What follows belongs to an exercise in optimizing a design on an open flow for small area, a short achievable clock period and few clock cycles; a production flow would make more cautious choices.
In this exercise RTL edits were held to simulation tests only and were not proved equivalent to the original.
Power and IR drop assume default switching activity.

==> trial 41 <==
==> flow/design.v (excerpt) <==
module AYUMU(
	input CLK,
	input RST,
	input [31:0] INPUT,
	output [31:0] OUTPUT,
	output [15:0] IADDR,
	input [15:0] IDATA
);
reg        RUN;       
reg        HOLD;      
reg        TAKE;      
reg [15:0] NPC;       
reg [15:0] PC;        
reg        C_FLAG;
reg        F_FLAG;
reg        INSERV;    
reg [15:0] SAVED_PC;
reg [8:0]  P_S;       
reg [8:0]  P_C;
reg [7:0]  R   [0:15];
reg [7:0]  IO  [0:3];
reg [15:0] VEC [0:7];
reg [1:0]  ICFG [0:3];    
reg [6:0]  TCFG [0:3];    
assign OUTPUT = {IO[3], IO[2], IO[1], IO[0]};
assign IADDR = NPC;
integer i;
wire [15:0] w = IDATA;
wire f_alui = w[15];
wire f_01   = ~w[15] & w[14];
wire f_alur = f_01 & (w[9:8] == 2'b00);
wire f_cmp  = f_01 & (w[9:8] == 2'b01);
wire f_io   = f_01 & (w[9:8] == 2'b10);
wire f_mem  = f_01 & (w[9:8] == 2'b11);
wire f_x1   = ~w[15] & ~w[14] & w[12];
wire f_jmp  = f_x1 & (w[7:4] == 4'd0);
wire f_not  = f_x1 & (w[7:4] == 4'd1);
wire f_reti = f_x1 & (w[7:4] == 4'd2);
wire [3:0] f_a  = f_alui ? w[11:8] : (f_io | f_not) ? w[3:0] : w[7:4];
wire [3:0] f_b  = w[3:0];
wire [3:0] f_op = f_alui ? {1'b0, w[14:12]} : w[13:10];
wire f_alu2 = f_alui | f_alur;    
wire [15:0] f_opd = {16{f_alu2}} & (16'd1 << f_op);
wire f_mul  = f_opd[2] | f_opd[8];
wire f_jmpu = f_jmp & (w[9:8] == 2'b00);
wire f_jmpc = f_jmp & (w[9:8] == 2'b01);
wire f_ret  = f_reti | (f_jmp & (w[9:8] == 2'b10));
wire f_vsel = w[3:0] != 4'd0;
reg [15:0] A_OH;        
reg [7:0]  OPA;         
reg [7:0]  OPB;         
reg [15:0] M_HI;        
reg [15:0] M_LO;        
reg        FWD_A, FWD_B;    
reg [7:0]  LAST;        
reg        S_SUM, S_MUL, S_SHL, S_SHR, S_AND, S_OR, S_XOR, S_NOT;
reg        D_SUB, D_USEC, D_SGN;
reg [3:0]  CMPOP;       
reg        D_ALU, D_CMP, D_MEM, D_LD, D_IN, D_OUT, D_SETV, D_SETC;
reg        D_RETI, D_VSEL;
reg [2:0]  D_K;         
wire adv = RUN & ~HOLD;       
wire exe = adv & ~TAKE;       
wire reg_we = exe & (D_ALU | D_LD | D_IN);
wire [7:0] wd;
wire [15:0] PAIR = D_VSEL ? {R[14], R[15]} : {R[12], R[13]};
wire [7:0] A = FWD_A ? LAST : OPA;
wire [7:0] B = FWD_B ? LAST : OPB;
  ...
==> flow/config.mk <==
export PLATFORM = sky130hd
export DESIGN_NAME = AYUMU
export DESIGN_NICKNAME = AYUMU
export VERILOG_FILES = /design/flow/design.v
export SDC_FILE = /design/flow/constraint.sdc
export NUM_CORES = 4
export LEC_CHECK = 0
export CAP_MARGIN = 20
export CORE_MARGIN = 2
export CORE_UTILIZATION = 50
export CTS_CLUSTER_DIAMETER = 80
export CTS_CLUSTER_SIZE = 30
export SLEW_MARGIN = 20
==> flow/constraint.sdc <==
create_clock -name core_clock -period 10.0 [get_ports {CLK}]
set_input_delay 2.0000 -clock core_clock [delete_from_list [all_inputs] [get_ports {CLK}]]
set_output_delay 2.0000 -clock core_clock [all_outputs]
set_load 0.01 [all_outputs]
standard.sh (not shown) runs the stock make flow with config.mk's settings and CLKGATE_MAP_FILE= SYNTH_SCRIPT=/design/flow/synth_recipe.tcl, a recipe that flattens the netlist after the stock synthesis.
==> flow/flow/run.sh <==
#!/bin/bash
set -o pipefail
bash standard.sh SETUP_SLACK_MARGIN=6.4 \
	"BUFFER_PORTS_ARGS=-buffer_cell sky130_fd_sc_hd__buf_4" finish > standard.log 2>&1
==> build 54 (differences from trial 41) <==
--- a/flow/design.v
+++ b/flow/design.v
@@ -53,14 +53,16 @@
 	input USE_C,       
 	input SGN,         
 	input S_SUM, S_MUL, S_SHL, S_SHR, S_AND, S_OR, S_XOR, S_NOT,
 	input [8:0] P_S,
 	input [8:0] P_C,
+	input [8:0] P_D,
 	output [8:0] MUL_S,
 	output [8:0] MUL_C,
+	output [8:0] MUL_D,
 	output [8:0] RES,
-	input [3:0] CMP_OP,
+	input C_EQ, C_NE, C_LT, C_GT, C_LE, C_GE,    
 	output reg CMP
 );
 wire [8:0] bx = SUB ? {1'b1, ~B} : {1'b0, B};
 wire cin = SUB ? ~(USE_C & CIN) : (USE_C & CIN);
 wire [8:0] sum;
@@ -82,43 +84,42 @@
 wire [17:0] l1b = csa(r[3], r[4], r[5]);
 wire [17:0] l1c = csa(r[6], r[7], r[8]);
 wire [17:0] l2a = csa(l1a[8:0], l1a[17:9], l1b[8:0]);
 wire [17:0] l2b = csa(l1b[17:9], l1c[8:0], l1c[17:9]);
 wire [17:0] l3a = csa(l2a[8:0], l2a[17:9], l2b[8:0]);
-wire [17:0] l4a = csa(l3a[8:0], l3a[17:9], l2b[17:9]);
-assign MUL_S = l4a[8:0];
-assign MUL_C = l4a[17:9];
+assign MUL_S = l3a[8:0];
+assign MUL_C = l3a[17:9];
+assign MUL_D = l2b[17:9];
+wire [17:0] l4a = csa(P_S, P_C, P_D);
 wire [8:0] prod;
-ADD9 MADD(.X(P_S), .Y(P_C), .CI(1'b0), .S(prod));
+ADD9 MADD(.X(l4a[8:0]), .Y(l4a[17:9]), .CI(1'b0), .S(prod));
 wire [8:0] shl = {1'b0, A} << B;
 wire [8:0] shr = {1'b0, A} >> B;
 assign RES = ({9{S_SUM}} & sum)
            | ({9{S_MUL}} & prod)
            | ({9{S_SHL}} & shl)
            | ({9{S_SHR}} & shr)
            | ({9{S_AND}} & {1'b0, A & B})
            | ({9{S_OR}}  & {1'b0, A | B})
            | ({9{S_XOR}} & {1'b0, A ^ B})
            | ({9{S_NOT}} & {1'b1, ~A});
-wire lt = sum[8];
 wire eq = A == B;
+reg lt;
+integer k;
 always @* begin
-	case (CMP_OP)
-		4'd0: CMP = eq;
-		4'd1: CMP = ~eq;
-		4'd2: CMP = lt;
-		4'd3: CMP = ~lt & ~eq;
-		4'd4: CMP = lt | eq;
-		4'd5: CMP = ~lt;
-		default: CMP = 1'b0;
-	endcase
+	lt = 1'b0;    
+	for (k = 0; k < 8; k = k + 1)
+		if (A[k] != B[k])
+			lt = B[k];
 end
+always @* CMP = (C_EQ & eq) | (C_NE & ~eq) | (C_LT & lt) | (C_GT & ~lt & ~eq)
+              | (C_LE & (lt | eq)) | (C_GE & ~lt);
 endmodule
 module MEM(
 	input CLK,
-	input WE,
 	input [15:0] HI,
+	input [15:0] HW,
 	input [15:0] LO,
 	input [7:0] D,
 	output [7:0] Q
 );
 wire [7:0] part [0:15];
@@ -128,11 +129,11 @@
 	for (j = 0; j < 16; j = j + 1) begin : hi
 		wire [7:0] sel [0:15];
 		for (i = 0; i < 16; i = i + 1) begin : lo
 			reg [7:0] W;
 			always @(posedge CLK)
-				if (WE & HI[j] & LO[i])
+				if (HW[j] & LO[i])
 					W <= D;
 			assign sel[i] = W & {8{LO[i]}};
 		end
 		assign part[j] = sel[0] | sel[1] | sel[2] | sel[3] | sel[4] | sel[5] | sel[6] | sel[7]
 		               | sel[8] | sel[9] | sel[10] | sel[11] | sel[12] | sel[13] | sel[14] | sel[15];
@@ -233,13 +234,15 @@
 reg        F_FLAG;
 reg        INSERV;    
 reg [15:0] SAVED_PC;
 reg [8:0]  P_S;       
 reg [8:0]  P_C;
+reg [8:0]  P_D;
 reg [7:0]  R   [0:15];
 reg [7:0]  IO  [0:3];
-reg [15:0] VEC [0:7];
+reg [15:0] VEC [0:7];    
+reg [7:0]  VSET;
 reg [1:0]  ICFG [0:3];    
 reg [6:0]  TCFG [0:3];    
 assign OUTPUT = {IO[3], IO[2], IO[1], IO[0]};
 assign IADDR = NPC;
 integer i;
@@ -263,20 +266,22 @@
 wire f_jmpu = f_jmp & (w[9:8] == 2'b00);
 wire f_jmpc = f_jmp & (w[9:8] == 2'b01);
 wire f_ret  = f_reti | (f_jmp & (w[9:8] == 2'b10));
 wire f_vsel = w[3:0] != 4'd0;
 reg [15:0] A_OH;        
+reg [3:0]  A_IDX;       
 reg [7:0]  OPA;         
 reg [7:0]  OPB;         
 reg [15:0] M_HI;        
+reg [15:0] M_HW;        
 reg [15:0] M_LO;        
 reg        FWD_A, FWD_B;    
 reg [7:0]  LAST;        
 reg        S_SUM, S_MUL, S_SHL, S_SHR, S_AND, S_OR, S_XOR, S_NOT;
 reg        D_SUB, D_USEC, D_SGN;
-reg [3:0]  CMPOP;       
-reg        D_ALU, D_CMP, D_MEM, D_LD, D_IN, D_OUT, D_SETV, D_SETC;
+reg        C_EQ, C_NE, C_LT, C_GT, C_LE, C_GE;    
+reg        D_ALU, D_LD, D_IN, D_OUT, D_SETV, D_SETC;
 reg        D_RETI, D_VSEL;
 reg [2:0]  D_K;         
 wire adv = RUN & ~HOLD;       
 wire exe = adv & ~TAKE;       
 wire reg_we = exe & (D_ALU | D_LD | D_IN);
@@ -286,19 +291,20 @@
 wire [7:0] B = FWD_B ? LAST : OPB;
 wire [8:0] alu_res;
 wire       cmp_res;
 wire [8:0] mul_s;
 wire [8:0] mul_c;
+wire [8:0] mul_d;
 ALU ALU(.A(A), .B(B), .CIN(C_FLAG), .SUB(D_SUB), .USE_C(D_USEC), .SGN(D_SGN),
 	.S_SUM(S_SUM), .S_MUL(S_MUL), .S_SHL(S_SHL), .S_SHR(S_SHR), .S_AND(S_AND), .S_OR(S_OR),
-	.S_XOR(S_XOR), .S_NOT(S_NOT), .P_S(P_S), .P_C(P_C), .MUL_S(mul_s), .MUL_C(mul_c),
-	.RES(alu_res), .CMP_OP(CMPOP), .CMP(cmp_res));
+	.S_XOR(S_XOR), .S_NOT(S_NOT), .P_S(P_S), .P_C(P_C), .P_D(P_D), .MUL_S(mul_s), .MUL_C(mul_c), .MUL_D(mul_d),
+	.RES(alu_res), .C_EQ(C_EQ), .C_NE(C_NE), .C_LT(C_LT), .C_GT(C_GT), .C_LE(C_LE), .C_GE(C_GE),
+	.CMP(cmp_res));
 wire [7:0] mem_q;
-wire mem_we = exe & D_MEM & ~D_LD;
-MEM MEM(.CLK(CLK), .WE(mem_we), .HI(M_HI), .LO(M_LO), .D(A), .Q(mem_q));
+MEM MEM(.CLK(CLK), .HI(M_HI), .HW(M_HW), .LO(M_LO), .D(A), .Q(mem_q));
 wire [7:0] in_val = D_K[2] ? INPUT[D_K[1:0]*8 +: 8] : IO[D_K[1:0]];
-assign wd = alu_res[7:0] | ({8{D_LD}} & mem_q) | ({8{D_IN}} & in_val);
+assign wd = alu_res[7:0] | mem_q | ({8{D_IN}} & in_val);
 wire [7:0] REQ;
 wire [7:0] REQ_N;
 genvar g;
 generate
 	for (g = 0; g < 4; g = g + 1) begin : gen_in
@@ -308,43 +314,52 @@
 endgenerate
 TIMER_INT TIMER_INT(.CLK(CLK), .RST(RST), .EN(adv),
 	.CFG0(TCFG[0]), .CFG1(TCFG[1]), .CFG2(TCFG[2]), .CFG3(TCFG[3]),
 	.INT_FLAG(REQ[7:4]), .INT_NEXT(REQ_N[7:4]));
 wire insrv_n = (adv & TAKE) ? 1'b1 : (exe & D_RETI) ? 1'b0 : INSERV;
-wire f_n     = adv ? (exe & D_CMP & cmp_res) : F_FLAG;
+wire f_n     = adv ? (exe & cmp_res) : F_FLAG;
 wire [15:0] saved_n = (adv & TAKE) ? PC : SAVED_PC;
 wire take_n  = (REQ_N != 8'd0) & ~insrv_n;
 reg [15:0] vsel;
 always @* begin
-	if (REQ[0])      vsel = VEC[0];
-	else if (REQ[1]) vsel = VEC[1];
-	else if (REQ[2]) vsel = VEC[2];
-	else if (REQ[3]) vsel = VEC[3];
-	else if (REQ[4]) vsel = VEC[4];
-	else if (REQ[5]) vsel = VEC[5];
-	else if (REQ[6]) vsel = VEC[6];
-	else             vsel = VEC[7];
+	if (REQ[0])      vsel = VSET[0] ? VEC[0] : 16'd0;
+	else if (REQ[1]) vsel = VSET[1] ? VEC[1] : 16'd0;
+	else if (REQ[2]) vsel = VSET[2] ? VEC[2] : 16'd0;
+	else if (REQ[3]) vsel = VSET[3] ? VEC[3] : 16'd0;
+	else if (REQ[4]) vsel = VSET[4] ? VEC[4] : 16'd0;
+	else if (REQ[5]) vsel = VSET[5] ? VEC[5] : 16'd0;
+	else if (REQ[6]) vsel = VSET[6] ? VEC[6] : 16'd0;
+	else             vsel = VSET[7] ? VEC[7] : 16'd0;
 end
-wire fwd_a_n = reg_we & A_OH[f_a];
-wire fwd_b_n = reg_we & A_OH[f_b];
+wire fwd_b_n = reg_we & (A_IDX == f_b);
 wire pair_wr = reg_we & (A_OH[12] | A_OH[13] | A_OH[14] | A_OH[15]);
 wire haz_n   = ~HOLD & (f_mul | ((f_jmpu | f_jmpc) & pair_wr) | (f_mem & fwd_b_n));
 wire hold_n  = ~HOLD & take_n | haz_n;
-wire jt_n    = f_jmpu | (f_jmpc & f_n);
 wire [15:0] tgt_n = f_vsel ? {R[14], R[15]} : {R[12], R[13]};
 wire [15:0] npc_inc;
 INC16 INC(.X(NPC), .Y(npc_inc));
-wire [15:0] npc_n = (HOLD & TAKE) ? vsel :
-                    haz_n ? NPC :
-                    jt_n ? tgt_n :
-                    f_ret ? saved_n : npc_inc;
+wire [15:0] npc_base = (HOLD & TAKE) ? vsel :
+                       haz_n ? NPC :
+                       f_ret ? saved_n : npc_inc;
+wire jmp_ok  = ~(HOLD & TAKE) & ~haz_n;
+wire jt_n    = jmp_ok & (f_jmpu | (f_jmpc & (adv ? exe & cmp_res : F_FLAG)));
+wire [15:0] npc_n = jt_n ? tgt_n : npc_base;
 wire [7:0] rb_n = R[f_b];
+wire [7:0] r74  = R[w[7:4]];
+wire [7:0] rbhi = R[w[11:8]];
+wire a_hi  = f_alui;
+wire a_lo  = ~w[15] & (f_io | f_not);
+wire [7:0] ra_n = a_hi ? rbhi : a_lo ? rb_n : r74;
+wire fwd_a_n_p = a_hi ? (A_IDX == w[11:8]) : a_lo ? (A_IDX == w[3:0]) : (A_IDX == w[7:4]);
+wire fwd_a_n = reg_we & fwd_a_n_p;
 always @(posedge CLK) begin
 	A_OH   <= 16'd1 << f_a;
-	OPA    <= R[f_a];
+	A_IDX  <= f_a;
+	OPA    <= ra_n;
 	OPB    <= f_alui ? w[7:0] : rb_n;
-	M_HI   <= 16'd1 << rb_n[7:4];
+	M_HI   <= {16{f_mem & w[10]}} & (16'd1 << rb_n[7:4]);
+	M_HW   <= {16{f_mem & ~w[10] & ~hold_n & ~take_n & ~RST}} & (16'd1 << rb_n[7:4]);
 	M_LO   <= 16'd1 << rb_n[3:0];
 	FWD_A  <= fwd_a_n;
 	FWD_B  <= ~f_alui & fwd_b_n;
 	LAST   <= wd;
 	S_SUM  <= f_opd[0] | f_opd[1] | f_opd[9] | f_opd[10];
@@ -353,30 +368,38 @@
 	S_SHR  <= f_opd[4];
 	S_AND  <= f_opd[5];
 	S_OR   <= f_opd[6];
 	S_XOR  <= f_opd[7];
 	S_NOT  <= f_opd[11] | f_not;
-	D_SUB  <= f_opd[1] | f_opd[10] | f_cmp;
+	D_SUB  <= f_opd[1] | f_opd[10];
 	D_USEC <= f_opd[9] | f_opd[10];
 	D_SGN  <= f_opd[2];
-	CMPOP  <= w[13:10];
+	C_EQ   <= f_cmp & (w[13:10] == 4'd0);
+	C_NE   <= f_cmp & (w[13:10] == 4'd1);
+	C_LT   <= f_cmp & (w[13:10] == 4'd2);
+	C_GT   <= f_cmp & (w[13:10] == 4'd3);
+	C_LE   <= f_cmp & (w[13:10] == 4'd4);
+	C_GE   <= f_cmp & (w[13:10] == 4'd5);
 	D_ALU  <= f_alu2 | f_not;
-	D_CMP  <= f_cmp;
-	D_MEM  <= f_mem;
 	D_LD   <= f_mem & w[10];
 	D_IN   <= f_io & (w[13:12] == 2'b00) & w[11];
 	D_OUT  <= f_io & (w[13:12] == 2'b00) & ~w[11] & ~w[6];
 	D_SETV <= f_io & (w[13:12] == 2'b01);
 	D_SETC <= f_io & (w[13:12] == 2'b10);
 	D_RETI <= f_ret;
 	D_VSEL <= f_vsel;
 	D_K    <= w[6:4];
 end
 always @(posedge CLK) begin
+	if (exe & D_SETV)
+		VEC[D_K] <= PAIR;
+end
+always @(posedge CLK) begin
 	if (RUN & HOLD) begin
 		P_S <= mul_s;
 		P_C <= mul_c;
+		P_D <= mul_d;
 	end
 end
 always @(posedge CLK) begin
 	if (RST) begin
 		RUN <= 1'b0;
@@ -393,12 +416,11 @@
 		for (i = 0; i < 4; i = i + 1) begin
 			IO[i] <= 8'd0;
 			ICFG[i] <= 2'd0;
 			TCFG[i] <= 7'd0;
 		end
-		for (i = 0; i < 8; i = i + 1)
-			VEC[i] <= 16'd0;
+		VSET <= 8'd0;
 	end
 	else begin
 		RUN <= 1'b1;
 		HOLD <= hold_n;
 		TAKE <= take_n;
@@ -414,11 +436,11 @@
 			if (reg_we & A_OH[i])
 				R[i] <= wd;
 		if (exe & D_OUT)
 			IO[D_K[1:0]] <= A;
 		if (exe & D_SETV)
-			VEC[D_K] <= PAIR;
+			VSET[D_K] <= 1'b1;
 		if (exe & D_SETC) begin
 			if (D_K[2]) TCFG[D_K[1:0]] <= {A[7:2], A[0]};
 			else ICFG[D_K[1:0]] <= A[1:0];
 		end
 	end
CORE_UTILIZATION = 60   (was 50)
CTS_CLUSTER_DIAMETER = 70   (was 80)
CTS_CLUSTER_SIZE = 25   (was 30)
PLACE_DENSITY = 0.72   (was unset)
==> trial 11 (differences from trial 41) <==
--- a/flow/design.v
+++ b/flow/design.v
@@ -56,11 +56,11 @@
 	input [8:0] P_S,
 	input [8:0] P_C,
 	output [8:0] MUL_S,
 	output [8:0] MUL_C,
 	output [8:0] RES,
-	input [3:0] CMP_OP,
+	input C_EQ, C_NE, C_LT, C_GT, C_LE, C_GE,    
 	output reg CMP
 );
 wire [8:0] bx = SUB ? {1'b1, ~B} : {1'b0, B};
 wire cin = SUB ? ~(USE_C & CIN) : (USE_C & CIN);
 wire [8:0] sum;
@@ -97,23 +97,21 @@
            | ({9{S_SHR}} & shr)
            | ({9{S_AND}} & {1'b0, A & B})
            | ({9{S_OR}}  & {1'b0, A | B})
            | ({9{S_XOR}} & {1'b0, A ^ B})
            | ({9{S_NOT}} & {1'b1, ~A});
-wire lt = sum[8];
 wire eq = A == B;
+reg lt;
+integer k;
 always @* begin
-	case (CMP_OP)
-		4'd0: CMP = eq;
-		4'd1: CMP = ~eq;
-		4'd2: CMP = lt;
-		4'd3: CMP = ~lt & ~eq;
-		4'd4: CMP = lt | eq;
-		4'd5: CMP = ~lt;
-		default: CMP = 1'b0;
-	endcase
+	lt = 1'b0;    
+	for (k = 0; k < 8; k = k + 1)
+		if (A[k] != B[k])
+			lt = B[k];
 end
+always @* CMP = (C_EQ & eq) | (C_NE & ~eq) | (C_LT & lt) | (C_GT & ~lt & ~eq)
+              | (C_LE & (lt | eq)) | (C_GE & ~lt);
 endmodule
 module MEM(
 	input CLK,
 	input WE,
 	input [15:0] HI,
@@ -271,12 +269,12 @@
 reg [15:0] M_LO;        
 reg        FWD_A, FWD_B;    
 reg [7:0]  LAST;        
 reg        S_SUM, S_MUL, S_SHL, S_SHR, S_AND, S_OR, S_XOR, S_NOT;
 reg        D_SUB, D_USEC, D_SGN;
-reg [3:0]  CMPOP;       
-reg        D_ALU, D_CMP, D_MEM, D_LD, D_IN, D_OUT, D_SETV, D_SETC;
+reg        C_EQ, C_NE, C_LT, C_GT, C_LE, C_GE;    
+reg        D_ALU, D_MEM, D_LD, D_IN, D_OUT, D_SETV, D_SETC;
 reg        D_RETI, D_VSEL;
 reg [2:0]  D_K;         
 wire adv = RUN & ~HOLD;       
 wire exe = adv & ~TAKE;       
 wire reg_we = exe & (D_ALU | D_LD | D_IN);
@@ -289,11 +287,12 @@
 wire [8:0] mul_s;
 wire [8:0] mul_c;
 ALU ALU(.A(A), .B(B), .CIN(C_FLAG), .SUB(D_SUB), .USE_C(D_USEC), .SGN(D_SGN),
 	.S_SUM(S_SUM), .S_MUL(S_MUL), .S_SHL(S_SHL), .S_SHR(S_SHR), .S_AND(S_AND), .S_OR(S_OR),
 	.S_XOR(S_XOR), .S_NOT(S_NOT), .P_S(P_S), .P_C(P_C), .MUL_S(mul_s), .MUL_C(mul_c),
-	.RES(alu_res), .CMP_OP(CMPOP), .CMP(cmp_res));
+	.RES(alu_res), .C_EQ(C_EQ), .C_NE(C_NE), .C_LT(C_LT), .C_GT(C_GT), .C_LE(C_LE), .C_GE(C_GE),
+	.CMP(cmp_res));
 wire [7:0] mem_q;
 wire mem_we = exe & D_MEM & ~D_LD;
 MEM MEM(.CLK(CLK), .WE(mem_we), .HI(M_HI), .LO(M_LO), .D(A), .Q(mem_q));
 wire [7:0] in_val = D_K[2] ? INPUT[D_K[1:0]*8 +: 8] : IO[D_K[1:0]];
 assign wd = alu_res[7:0] | ({8{D_LD}} & mem_q) | ({8{D_IN}} & in_val);
@@ -308,11 +307,11 @@
 endgenerate
 TIMER_INT TIMER_INT(.CLK(CLK), .RST(RST), .EN(adv),
 	.CFG0(TCFG[0]), .CFG1(TCFG[1]), .CFG2(TCFG[2]), .CFG3(TCFG[3]),
 	.INT_FLAG(REQ[7:4]), .INT_NEXT(REQ_N[7:4]));
 wire insrv_n = (adv & TAKE) ? 1'b1 : (exe & D_RETI) ? 1'b0 : INSERV;
-wire f_n     = adv ? (exe & D_CMP & cmp_res) : F_FLAG;
+wire f_n     = adv ? (exe & cmp_res) : F_FLAG;
 wire [15:0] saved_n = (adv & TAKE) ? PC : SAVED_PC;
 wire take_n  = (REQ_N != 8'd0) & ~insrv_n;
 reg [15:0] vsel;
 always @* begin
 	if (REQ[0])      vsel = VEC[0];
@@ -322,27 +321,34 @@
 	else if (REQ[4]) vsel = VEC[4];
 	else if (REQ[5]) vsel = VEC[5];
 	else if (REQ[6]) vsel = VEC[6];
 	else             vsel = VEC[7];
 end
-wire fwd_a_n = reg_we & A_OH[f_a];
 wire fwd_b_n = reg_we & A_OH[f_b];
 wire pair_wr = reg_we & (A_OH[12] | A_OH[13] | A_OH[14] | A_OH[15]);
 wire haz_n   = ~HOLD & (f_mul | ((f_jmpu | f_jmpc) & pair_wr) | (f_mem & fwd_b_n));
 wire hold_n  = ~HOLD & take_n | haz_n;
-wire jt_n    = f_jmpu | (f_jmpc & f_n);
 wire [15:0] tgt_n = f_vsel ? {R[14], R[15]} : {R[12], R[13]};
 wire [15:0] npc_inc;
 INC16 INC(.X(NPC), .Y(npc_inc));
-wire [15:0] npc_n = (HOLD & TAKE) ? vsel :
-                    haz_n ? NPC :
-                    jt_n ? tgt_n :
-                    f_ret ? saved_n : npc_inc;
+wire [15:0] npc_base = (HOLD & TAKE) ? vsel :
+                       haz_n ? NPC :
+                       f_ret ? saved_n : npc_inc;
+wire jmp_ok  = ~(HOLD & TAKE) & ~haz_n;
+wire jt_n    = jmp_ok & (f_jmpu | (f_jmpc & (adv ? exe & cmp_res : F_FLAG)));
+wire [15:0] npc_n = jt_n ? tgt_n : npc_base;
 wire [7:0] rb_n = R[f_b];
+wire [7:0] r74  = R[w[7:4]];
+wire [7:0] rbhi = R[w[11:8]];
+wire a_hi  = f_alui;
+wire a_lo  = ~w[15] & (f_io | f_not);
+wire [7:0] ra_n = a_hi ? rbhi : a_lo ? rb_n : r74;
+wire fwd_a_n_p = a_hi ? A_OH[w[11:8]] : a_lo ? A_OH[w[3:0]] : A_OH[w[7:4]];
+wire fwd_a_n = reg_we & fwd_a_n_p;
 always @(posedge CLK) begin
 	A_OH   <= 16'd1 << f_a;
-	OPA    <= R[f_a];
+	OPA    <= ra_n;
 	OPB    <= f_alui ? w[7:0] : rb_n;
 	M_HI   <= 16'd1 << rb_n[7:4];
 	M_LO   <= 16'd1 << rb_n[3:0];
 	FWD_A  <= fwd_a_n;
 	FWD_B  <= ~f_alui & fwd_b_n;
@@ -353,16 +359,20 @@
 	S_SHR  <= f_opd[4];
 	S_AND  <= f_opd[5];
 	S_OR   <= f_opd[6];
 	S_XOR  <= f_opd[7];
 	S_NOT  <= f_opd[11] | f_not;
-	D_SUB  <= f_opd[1] | f_opd[10] | f_cmp;
+	D_SUB  <= f_opd[1] | f_opd[10];
 	D_USEC <= f_opd[9] | f_opd[10];
 	D_SGN  <= f_opd[2];
-	CMPOP  <= w[13:10];
+	C_EQ   <= f_cmp & (w[13:10] == 4'd0);
+	C_NE   <= f_cmp & (w[13:10] == 4'd1);
+	C_LT   <= f_cmp & (w[13:10] == 4'd2);
+	C_GT   <= f_cmp & (w[13:10] == 4'd3);
+	C_LE   <= f_cmp & (w[13:10] == 4'd4);
+	C_GE   <= f_cmp & (w[13:10] == 4'd5);
 	D_ALU  <= f_alu2 | f_not;
-	D_CMP  <= f_cmp;
 	D_MEM  <= f_mem;
 	D_LD   <= f_mem & w[10];
 	D_IN   <= f_io & (w[13:12] == 2'b00) & w[11];
 	D_OUT  <= f_io & (w[13:12] == 2'b00) & ~w[11] & ~w[6];
 	D_SETV <= f_io & (w[13:12] == 2'b01);
==> flow/flow/run.sh (replaced) <==
#!/bin/bash
set -o pipefail
bash standard.sh SETUP_SLACK_MARGIN=6.6 \
	"BUFFER_PORTS_ARGS=-buffer_cell sky130_fd_sc_hd__buf_4" finish > standard.log 2>&1
==> qor summary <==
Met1 Routed Length: trial 41 136 mm; trial 11 141 mm; build 54 127 mm
ClkCell Share: trial 41 3.60%; trial 11 3.53%; build 54 3.82%
Sum of internal, switching and leakage power: trial 41 20500 µW; trial 11 21000 µW; build 54 21200 µW
Routability-driven placement congestion ratio: trial 41 0.952; trial 11 0.965; build 54 1.01
GRT Overall Usage: trial 41 31.8%; trial 11 34.1%; build 54 39.1%
Data arrival time of the worst path: trial 41 4530 ps; trial 11 4510 ps; build 54 4710 ps
Synthesized area per cell: trial 41 14.6 µm²; trial 11 14.3 µm²; build 54 14.8 µm²
Instance count on the critical path: trial 41 13; trial 11 12; build 54 11
Layout non-clock buf frac: trial 41 5.27%; trial 11 6.39%; build 54 5.29%
Area of the core region: trial 41 204000 µm²; trial 11 210000 µm²; build 54 174000 µm²
Standard cell with the maximum stage delay on the critical path: trial 41 sky130_fd_sc_hd__a311o_2; trial 11 sky130_fd_sc_hd__o41a_1; build 54 sky130_fd_sc_hd__nand4_1
Count of TritonRoute iterations in the first routing pass: trial 41 7; trial 11 6; build 54 10
Run status: trial 41 timing/DRC/antenna clean; trial 11 timing/DRC/antenna clean; build 54 timing/DRC/antenna clean
Net count after synthesis: trial 41 7150; trial 11 7467; build 54 7219
Worst rel slew slack: trial 41 22.9%; trial 11 20.9%; build 54 18.6%
Testbench counts of trial 41, summed over its fixed seeds: cycles 152,112.
Testbench counts of build 54, summed over its fixed seeds: cycles 152,112.
Testbench counts of trial 11, summed over its fixed seeds: cycles 152,112.

port drivers added, routing unchanged:
How much do the figures lean on ideal ports? The routed layouts below were timed once more, with nothing changed but the port constraints.
Step 1: set_driving_cell puts a clkbuf_16 on CLK and a buf_2 on each other input, an assumption about the parent block.
Step 2 times the ports against the registers' clock, not the clock port: input delays grow and output delays shrink by t, the midpoint of the rising clock arrivals with the driver on.
a / b / c = ideal / step 1 / step 2; a / b = the first two.
run | t (ns) | slack for setup (ns) | worst hold slack (ns) | worst setup path after step 2 | latest minus earliest clock arrival (ns)
trial 41 | 0.916 | 6.204 / 6.116 / 5.199 | 0.460 / 0.460 / 0.460 | input to register | 0.063 / 0.063
build 54 | 0.917 | 5.955 / 5.955 / 5.274 | 0.455 / 0.455 / 0.455 | input to register | 0.058 / 0.057
trial 11 | 0.907 | 6.159 / 6.159 / 5.326 | 0.458 / 0.458 / 0.458 | input to register | 0.069 / 0.070
After both steps setup and hold are still met in every run listed. The setup slack of trial 41, which loses most, moves by -0.088 ns with the drivers and by -1.005 ns with both steps.
